Source: an optimization exercise on an open RTL-to-GDS flow (aim: small area, a short achievable clock period and few clock cycles). Production flows keep margins and buffers that such runs may drop. RTL that was checked went through simulation tests only; none was proved equivalent to the original.

==> flow/design.v (excerpt) <==
module ascon_CORE (
    input  wire         clk,
    input  wire         rst_n,
    input  wire         start,
    input  wire [1:0]   mode,
    input  wire         enc_dec,
    input  wire [127:0] key_in,
    input  wire [127:0] nonce_in,
    input  wire [127:0] ad_in,
    input  wire         ad_valid,
    input  wire         ad_last,
    input  wire [127:0] data_in,
    input  wire         data_valid,
    input  wire         data_last,
    input  wire [6:0]   data_len,
    input  wire [127:0] tag_received,
    output wire [127:0] data_out,
    output wire         data_out_valid,
    output wire         data_ready,
    output wire         ad_ready,
    output wire [127:0] tag_out,
    output wire         tag_valid,
    output wire         tag_match,
    output wire         done,
    output wire         busy
);
    localparam integer NR = 3;    
    localparam [1:0] S_IDLE = 2'd0, S_RUN = 2'd1, S_CMP = 2'd2, S_DONE = 2'd3;
    localparam [1:0] P_INIT = 2'd0, P_B = 2'd1, P_FIN = 2'd2;
    function [63:0] bswap64;
        input [63:0] x;
        begin
            bswap64 = { x[ 7: 0], x[15: 8], x[23:16], x[31:24],
                        x[39:32], x[47:40], x[55:48], x[63:56] };
        end
    endfunction
    reg  [1:0]   fsm;
    reg  [1:0]   run;        
    reg  [3:0]   rnd;        
    reg  [3:0]   ridx [0:NR-1];  
    reg          lchunk;     
    reg          shrt;       
    reg          a128;       
    reg          dec;        
    reg          exp_ad;     
  ...
Size in the first run: ~9,000 cells after synthesis, ~480 flip-flops, about 920 I/O pins.
clock: 40.0 ns
lec_check: 0
cap_margin: 10
core_margin: 2
core_utilization: 33
place_density: 0.45
slew_margin: 10
standard.sh (not shown) runs the stock make flow with config.mk's settings and CLKGATE_MAP_FILE= SYNTH_SCRIPT=/design/flow/synth_recipe.tcl, a recipe that flattens the netlist after the stock synthesis.
==> flow/flow/run.sh <==
#!/bin/bash
# Standard layout (the standard.sh), with two changes to how it is made:
#  - repair_timing works towards a setup slack margin of SETUP_MARGIN ns, so
#    that it sizes the logic for a short achieved period (the clock period and
#    all constraints stay the design's);
#  - every port still gets its own buffer, but a plain sky130 buffer instead
#    of the clkdlybuf4s50 delay cell buffer_ports picks by default.
# Each step's full output goes to a log file in this folder.
set -euo pipefail
SETUP_MARGIN=30
bash standard.sh synth > flow_synth.log 2>&1
bash standard.sh "SETUP_SLACK_MARGIN=${SETUP_MARGIN}" \
    "BUFFER_PORTS_ARGS=-buffer_cell sky130_fd_sc_hd__buf_2" finish > flow_layout.log 2>&1
cp -r orfs/logs flow_orfs_logs 2>/dev/null || true
The baseline produced a layout that fails on max-capacitance violations, max-slew violations.
Testbench counts at the start, summed over its fixed seeds: cycles 8,157.
Edit:
==> flow/run.sh (new file) <==
#!/bin/bash
# synth_recipe.tcl (not shown) runs the flow's synth.tcl, then flattens the netlist and writes it again
# the make line also repeats each setting of config.mk as NAME=value (left out here)
make -C /OpenROAD-flow-scripts/flow DESIGN_CONFIG=/design/flow/config.mk WORK_HOME=/design/flow/orfs CLKGATE_MAP_FILE= SYNTH_SCRIPT=/design/flow/synth_recipe.tcl finish
Settings changed: ABC_CLOCK_PERIOD_IN_PS set to 8000, CORE_UTILIZATION 33 to 50, PLACE_DENSITY 0.45 to 0.6.
removed: flow/flow/run.sh
removed: flow/standard.sh
Effect: With this change the flow did not get past global routing (5_1_grt) (GRT-0116); synthesized cell count is unchanged; area after synthesis is unchanged.
Edit:
Settings changed: ABC_CLOCK_PERIOD_IN_PS 8000 to unset.
The changed run aborted during global routing (5_1_grt) on GRT-0116.
Synthesized area does not change.
Synthesized cell count stays the same.

Setup of red:
Another version of the RTL of ascon_CORE (not shown whole).
Size in the first run: about 9,900 cells after synthesis, ~480 flip-flops, roughly 920 I/O pins.
==> flow/config.mk <==
export PLATFORM = sky130hd
export DESIGN_NAME = ascon_CORE
export DESIGN_NICKNAME = ascon_CORE
export VERILOG_FILES = /design/flow/design.v
export SDC_FILE = /design/flow/constraint.sdc
export NUM_CORES = 4
export LEC_CHECK = 0
export CAP_MARGIN = 25
export CORE_MARGIN = 2
export CORE_UTILIZATION = 28
export PLACE_DENSITY = 0.4
export SLEW_MARGIN = 25
==> flow/constraint.sdc <==
create_clock -name core_clock -period 40.0 [get_ports {clk}]
set_input_delay 8.0000 -clock core_clock [delete_from_list [all_inputs] [get_ports {clk}]]
set_output_delay 8.0000 -clock core_clock [all_outputs]
set_load 0.01 [all_outputs]
==> flow/flow/run.sh <==
#!/bin/bash
# Standard layout (the standard.sh), with two changes to how it is made:
#  - repair_timing works towards a setup slack margin of SETUP_MARGIN ns, so
#    that it sizes the logic for a short achieved period (the clock period and
#    all constraints stay the design's);
#  - every port still gets its own buffer, but a plain sky130 buffer instead
#    of the clkdlybuf4s50 delay cell buffer_ports picks by default.
# Each step's full output goes to a log file in this folder.
set -euo pipefail
SETUP_MARGIN=30
bash standard.sh synth > flow_synth.log 2>&1
bash standard.sh "SETUP_SLACK_MARGIN=${SETUP_MARGIN}" \
    "BUFFER_PORTS_ARGS=-buffer_cell sky130_fd_sc_hd__buf_2" finish > flow_layout.log 2>&1
cp -r orfs/logs flow_orfs_logs 2>/dev/null || true
Final checks on red, whose flow otherwise completed, came back failing, citing capacitance limit, slew limit.
Testbench counts of red, summed over its fixed seeds: cycles 7,964.
Inputs modified between red and blue:
--- a/flow/flow/run.sh
+++ b/flow/flow/run.sh
@@ -8,5 +8,5 @@
 # Each step's full output goes to a log file in this folder.
 set -euo pipefail
-SETUP_MARGIN=30
+SETUP_MARGIN=31
 bash standard.sh synth > flow_synth.log 2>&1
 bash standard.sh "SETUP_SLACK_MARGIN=${SETUP_MARGIN}" \
--- a/flow/config.mk
+++ b/flow/config.mk
@@ -6,7 +6,7 @@
 export NUM_CORES = 4
 export LEC_CHECK = 0
-export CAP_MARGIN = 25
+export CAP_MARGIN = 35
 export CORE_MARGIN = 2
 export CORE_UTILIZATION = 28
 export PLACE_DENSITY = 0.4
-export SLEW_MARGIN = 25
+export SLEW_MARGIN = 35
Notes after the runs:
Apart from red, each of red and blue ends the flow with a layout that passes the timing, design-rule and antenna checks.
red completed end to end; final checks failed (capacitance limit, slew limit).
blue gives more number of vias in the routed layout than red did.
There was hardly any difference in overall routed net length between red and blue.
Re die area: no difference whatsoever between blue and red.
[compare] base=red new=blue: total number of nets in the final design moved up.

The RTL this note starts from:
==> flow/design.v <==
`timescale 1ns/1ps
module ASCON_ROUND_COMB (
    input  wire [319:0] state_in,
    input  wire [3:0]   ridx,
    output wire [319:0] state_out
);
    wire [63:0] x0 = state_in[319:256];
    wire [63:0] x1 = state_in[255:192];
    wire [63:0] x2 = state_in[191:128] ^ {56'h0, ~ridx, ridx};
    wire [63:0] x3 = state_in[127: 64];
    wire [63:0] x4 = state_in[ 63:  0];
    wire [63:0] v0 = x0 ^ x4;
    wire [63:0] v2 = x2 ^ x1;
    wire [63:0] v4 = x4 ^ x3;
    wire [63:0] u0 = v0 ^ (~x1 & v2);
    wire [63:0] u1 = x1 ^ (~v2 & x3);
    wire [63:0] u2 = v2 ^ (~x3 & v4);
    wire [63:0] u3 = x3 ^ (~v4 & v0);
    wire [63:0] u4 = v4 ^ (~v0 & x1);
    wire [63:0] s0 = u0 ^ u4;
    wire [63:0] s1 = u1 ^ u0;
    wire [63:0] s2 = ~u2;
    wire [63:0] s3 = u3 ^ u2;
    wire [63:0] s4 = u4;
    assign state_out = {
        s0 ^ {s0[18:0], s0[63:19]} ^ {s0[27:0], s0[63:28]},
        s1 ^ {s1[60:0], s1[63:61]} ^ {s1[38:0], s1[63:39]},
        s2 ^ {s2[ 0:0], s2[63: 1]} ^ {s2[ 5:0], s2[63: 6]},
        s3 ^ {s3[ 9:0], s3[63:10]} ^ {s3[16:0], s3[63:17]},
        s4 ^ {s4[ 6:0], s4[63: 7]} ^ {s4[40:0], s4[63:41]}
    };
endmodule
`timescale 1ns/1ps
module ascon_CORE (
    input  wire         clk,
    input  wire         rst_n,
    input  wire         start,
    input  wire [1:0]   mode,
    input  wire         enc_dec,
    input  wire [127:0] key_in,
    input  wire [127:0] nonce_in,
    input  wire [127:0] ad_in,
    input  wire         ad_valid,
    input  wire         ad_last,
    input  wire [127:0] data_in,
    input  wire         data_valid,
    input  wire         data_last,
    input  wire [6:0]   data_len,
    input  wire [127:0] tag_received,
    output wire [127:0] data_out,
    output wire         data_out_valid,
    output wire         data_ready,
    output wire         ad_ready,
    output wire [127:0] tag_out,
    output wire         tag_valid,
    output wire         tag_match,
    output wire         done,
    output wire         busy
);
    localparam integer NR = 4;    
    localparam [1:0] S_IDLE = 2'd0, S_RUN = 2'd1, S_DONE = 2'd2;
    localparam [1:0] P_INIT = 2'd0, P_B = 2'd1, P_FIN = 2'd2;
    function [63:0] bswap64;
        input [63:0] x;
        begin
            bswap64 = { x[ 7: 0], x[15: 8], x[23:16], x[31:24],
                        x[39:32], x[47:40], x[55:48], x[63:56] };
        end
    endfunction
    reg  [1:0]   fsm;
    reg  [1:0]   run;        
    reg  [3:0]   rnd;        
    reg  [3:0]   ridx [0:NR-1];  
    reg          lchunk;     
    reg          shrt;       
    reg          a128;       
    reg          dec;        
    reg          exp_ad;     
    reg          exp_dt;     
    reg          first_dt;   
    reg          bval;       
    reg          bad;        
    reg          blast;      
    reg  [4:0]   blen;       
    reg          dov;        
    reg          busy_r, done_r, adr_r, dtr_r;
    reg  [127:0] blk;
    reg  [63:0]  x0, x1, x2, x3, x4;
    reg          tmatch;
    wire [319:0] chain [0:NR];
    assign chain[0] = {x0, x1, x2, x3, x4};
    genvar g;
    generate
        for (g = 0; g < NR; g = g + 1) begin : rounds
            ASCON_ROUND_COMB u_round (
                .state_in (chain[g]),
                .ridx     (ridx[g]),
                .state_out(chain[g+1])
            );
        end
    endgenerate
    wire [319:0] pout = shrt ? chain[2] : chain[NR];
    wire [63:0] r0 = pout[319:256];
    wire [63:0] r1 = pout[255:192];
    wire [63:0] r2 = pout[191:128];
    wire [63:0] r3 = pout[127: 64];
    wire [63:0] r4 = pout[ 63:  0];
    wire running  = (fsm == S_RUN);
    wire idle     = (fsm == S_IDLE);
    wire fin_end  = running && lchunk && (run == P_FIN);
    wire absorb   = running && lchunk && (run != P_FIN) && bval;
    wire stall    = running && lchunk && (run != P_FIN) && !bval;
    wire ab_dt    = absorb && !bad;
    wire post_ini = absorb && (run == P_INIT);
    wire pre_fin  = ab_dt && blast;
    wire dom_sep  = ab_dt && first_dt;
    wire take_ad  = running && exp_ad && !bval && ad_valid;
    wire take_dt  = running && exp_dt && !bval && data_valid;
    wire [63:0] khi = bswap64(key_in[127:64]);
    wire [63:0] klo = bswap64(key_in[ 63: 0]);
    wire [127:0] rrate = {r0, r1};
    reg  [127:0] nrate;      
    reg  [127:0] tout;       
    integer i;
    reg [7:0] xb, bb, ub;
    reg       act, lt, eq;
    always @(*) begin
        nrate = rrate;
        tout  = 128'h0;
        for (i = 0; i < 16; i = i + 1) begin
            xb  = rrate[64 - 64*(i/8) + 8*(i%8) +: 8];
            bb  = blk[127 - 8*i -: 8];
            act = (i < 8) || a128;
            lt  = (i < blen);
            eq  = (i == blen);
            ub  = xb ^ (lt || (dec && !bad) ? bb : 8'h00);
            if (absorb && act) begin
                if (bad || !dec) begin
                    nrate[64 - 64*(i/8) + 8*(i%8) +: 8] = ub ^ {7'h0, eq};
                    tout[127 - 8*i -: 8] = ub ^ {7'h0, eq};
                end else begin
                    nrate[64 - 64*(i/8) + 8*(i%8) +: 8] = lt ? bb : (ub ^ {7'h0, eq});
                    tout[127 - 8*i -: 8] = ub;
                end
            end
        end
    end
    reg [63:0] n0, n1, n2, n3, n4;
    always @(*) begin
        if (idle) begin
            n0 = {18'h0, mode[0], ~mode[0], 44'h000_808c0001};
            n1 = khi;
            n2 = klo;
            n3 = bswap64(nonce_in[127:64]);
            n4 = bswap64(nonce_in[ 63: 0]);
        end else begin
            n0 = nrate[127:64];
            n1 = nrate[ 63: 0];
            n2 = r2 ^ (pre_fin ? khi : 64'h0);
            n3 = r3 ^ (post_ini ? khi : 64'h0) ^ (pre_fin ? klo : 64'h0);
            n4 = r4 ^ (post_ini ? klo : 64'h0) ^ {dom_sep, 63'h0};
        end
    end
    wire st_en = idle || (running && !stall);
    always @(posedge clk) begin
        if (st_en) begin
            x0 <= n0; x1 <= n1; x2 <= n2; x3 <= n3; x4 <= n4;
        end
    end
    wire [127:0] tag_pre = {bswap64(r3), bswap64(r4)};
    always @(posedge clk) begin
        if (fin_end)
            tmatch <= (tag_pre == blk);
    end
    always @(posedge clk) begin
        if (ab_dt)
            blk <= tout;
        else if (fin_end)
            blk <= tag_pre ^ key_in;
        else if (!bval) begin
            if (exp_ad)      blk <= ad_in;
            else if (exp_dt) blk <= data_in;
            else             blk <= tag_received ^ key_in;
        end
        if (!bval) begin
            blen  <= data_len[4:0];
            blast <= exp_ad ? ad_last : data_last;
            bad   <= exp_ad;
        end
    end
    reg [1:0] fsm_n, run_n;
    reg [3:0] rnd_n;
    reg       exp_ad_n, exp_dt_n, bval_n, first_dt_n, a128_n, dec_n;
    always @(*) begin
        fsm_n      = fsm;
        run_n      = run;
        rnd_n      = rnd;
        exp_ad_n   = exp_ad;
        exp_dt_n   = exp_dt;
        bval_n     = bval;
        first_dt_n = first_dt;
        a128_n     = a128;
        dec_n      = dec;
        case (fsm)
            S_IDLE: begin
                bval_n = 1'b0;
                if (start) begin
                    fsm_n      = S_RUN;
                    run_n      = P_INIT;
                    rnd_n      = 4'd0;
                    a128_n     = mode[0];
                    dec_n      = enc_dec;
                    exp_ad_n   = ad_valid;
                    exp_dt_n   = !ad_valid;
                    first_dt_n = 1'b1;
                end
            end
            S_RUN: begin
                if (take_ad) begin
                    bval_n = 1'b1;
                    if (ad_last) begin
                        exp_ad_n = 1'b0;
                        exp_dt_n = 1'b1;
                    end
                end else if (take_dt) begin
                    bval_n = 1'b1;
                    if (data_last)
                        exp_dt_n = 1'b0;
                end else if (absorb)
                    bval_n = 1'b0;
                if (!lchunk)
                    rnd_n = rnd + NR;
                else if (fin_end)
                    fsm_n = S_DONE;
                else if (absorb) begin
                    if (ab_dt)
                        first_dt_n = 1'b0;
                    if (pre_fin) begin
                        run_n = P_FIN;
                        rnd_n = 4'd0;
                    end else begin
                        run_n = P_B;
                        rnd_n = a128 ? 4'd4 : 4'd6;
                    end
                end
            end
            default: fsm_n = S_IDLE;
        endcase
    end
    integer k;
    always @(posedge clk or negedge rst_n) begin
        if (!rst_n) begin
            fsm      <= S_IDLE;
            run      <= P_INIT;
            rnd      <= 4'd0;
            for (k = 0; k < NR; k = k + 1)
                ridx[k] <= k;
            lchunk   <= 1'b0;
            shrt     <= 1'b0;
            a128     <= 1'b0;
            dec      <= 1'b0;
            exp_ad   <= 1'b0;
            exp_dt   <= 1'b0;
            first_dt <= 1'b0;
            bval     <= 1'b0;
            dov      <= 1'b0;
            busy_r   <= 1'b0;
            done_r   <= 1'b0;
            adr_r    <= 1'b0;
            dtr_r    <= 1'b1;
        end else begin
            fsm      <= fsm_n;
            run      <= run_n;
            rnd      <= rnd_n;
            for (k = 0; k < NR; k = k + 1)
                ridx[k] <= rnd_n + k;
            lchunk   <= ({1'b0, rnd_n} + NR) >= 5'd12;
            shrt     <= ({1'b0, rnd_n} + NR) >  5'd12;
            a128     <= a128_n;
            dec      <= dec_n;
            exp_ad   <= exp_ad_n;
            exp_dt   <= exp_dt_n;
            first_dt <= first_dt_n;
            bval     <= bval_n;
            dov      <= ab_dt;
            busy_r   <= (fsm_n == S_RUN);
            done_r   <= (fsm_n == S_DONE);
            adr_r    <= (fsm_n == S_RUN) && exp_ad_n && !bval_n;
            dtr_r    <= (fsm_n == S_IDLE) || ((fsm_n == S_RUN) && exp_dt_n && !bval_n);
        end
    end
    assign data_out       = blk;
    assign data_out_valid = dov;
    assign data_ready     = dtr_r;
    assign ad_ready       = adr_r;
    assign tag_out        = blk;
    assign tag_valid      = done_r;
    assign tag_match      = tmatch;
    assign done           = done_r;
    assign busy           = busy_r;
endmodule
clock: 40.0 ns
lec_check: 0
cap_margin: 35
core_margin: 2
core_utilization: 28
place_density: 0.4
slew_margin: 35
==> flow/flow/run.sh <==
#!/bin/bash
# Standard layout (the standard.sh), with two changes to how it is made:
#  - repair_timing works towards a setup slack margin of SETUP_MARGIN ns, so
#    that it sizes the logic for a short achieved period (the clock period and
#    all constraints stay the design's);
#  - every port still gets its own buffer, but a plain sky130 buffer instead
#    of the clkdlybuf4s50 delay cell buffer_ports picks by default.
# Each step's full output goes to a log file in this folder.
set -euo pipefail
SETUP_MARGIN=29
bash standard.sh synth > flow_synth.log 2>&1
bash standard.sh "SETUP_SLACK_MARGIN=${SETUP_MARGIN}" \
    "BUFFER_PORTS_ARGS=-buffer_cell sky130_fd_sc_hd__buf_2" finish > flow_layout.log 2>&1
cp -r orfs/logs flow_orfs_logs 2>/dev/null || true
Then changed:
--- a/flow/flow/run.sh
+++ b/flow/flow/run.sh
@@ -10 +10 @@
-SETUP_MARGIN=29
+SETUP_MARGIN=30
Result: With this change the flow finished but failed the layout checks on antenna rules. Via count rose by 0.88%. Synthesized area is unchanged. Flip-flop and latch count does not change. Utilization came out higher by 1.4 points. Wire length came out higher by 0.41%. Cell area rises by 4.0%. Worst setup slack improved by 1.2 ns. Worst hold slack is about the same. Count of clock-buffer cells in the layout does not change. Die area does not change.
No run of this note included a check of the RTL's function; only the layout flow was run.

afterwards: timing with drivers on the ports:
The flow's constraints put no driver on any port. The routed layouts listed below were extracted and timed again, unchanged, in two steps.
Step 1: set_driving_cell puts a clkbuf_16 on clk and a buf_2 on each other input, an assumption about the parent block.
Step 2 also shifts input and output timing later by t, the mid clock arrival at the registers, as if the neighbouring blocks saw the same clock.
a / b / c = ideal / step 1 / step 2; a / b = the first two.
run	t (ns)	setup WS [ns]	hold WS [ns]	worst register clock-pin slew, ns	pins driven straight from the clock port
the first run of note 1	0.865	29.517 / 29.517 / 29.517	0.561 / 0.561 / 0.561	0.08 / 0.08	1
red	0.899	29.424 / 29.424 / 29.195	0.489 / 0.489 / 0.489	0.07 / 0.07	1
blue	0.928	30.338 / 30.213 / 29.980	0.508 / 0.508 / 0.508	0.10 / 0.10	1
the first run of note 3	0.956	27.948 / 27.948 / 27.948	0.493 / 0.493 / 0.493	0.07 / 0.07	1
the second run of note 3	0.958	29.147 / 29.147 / 29.147	0.496 / 0.496 / 0.496	0.07 / 0.07	1
For blue, which loses most, drivers alone change the setup slack by -0.125 ns; drivers and shift together by -0.358 ns.
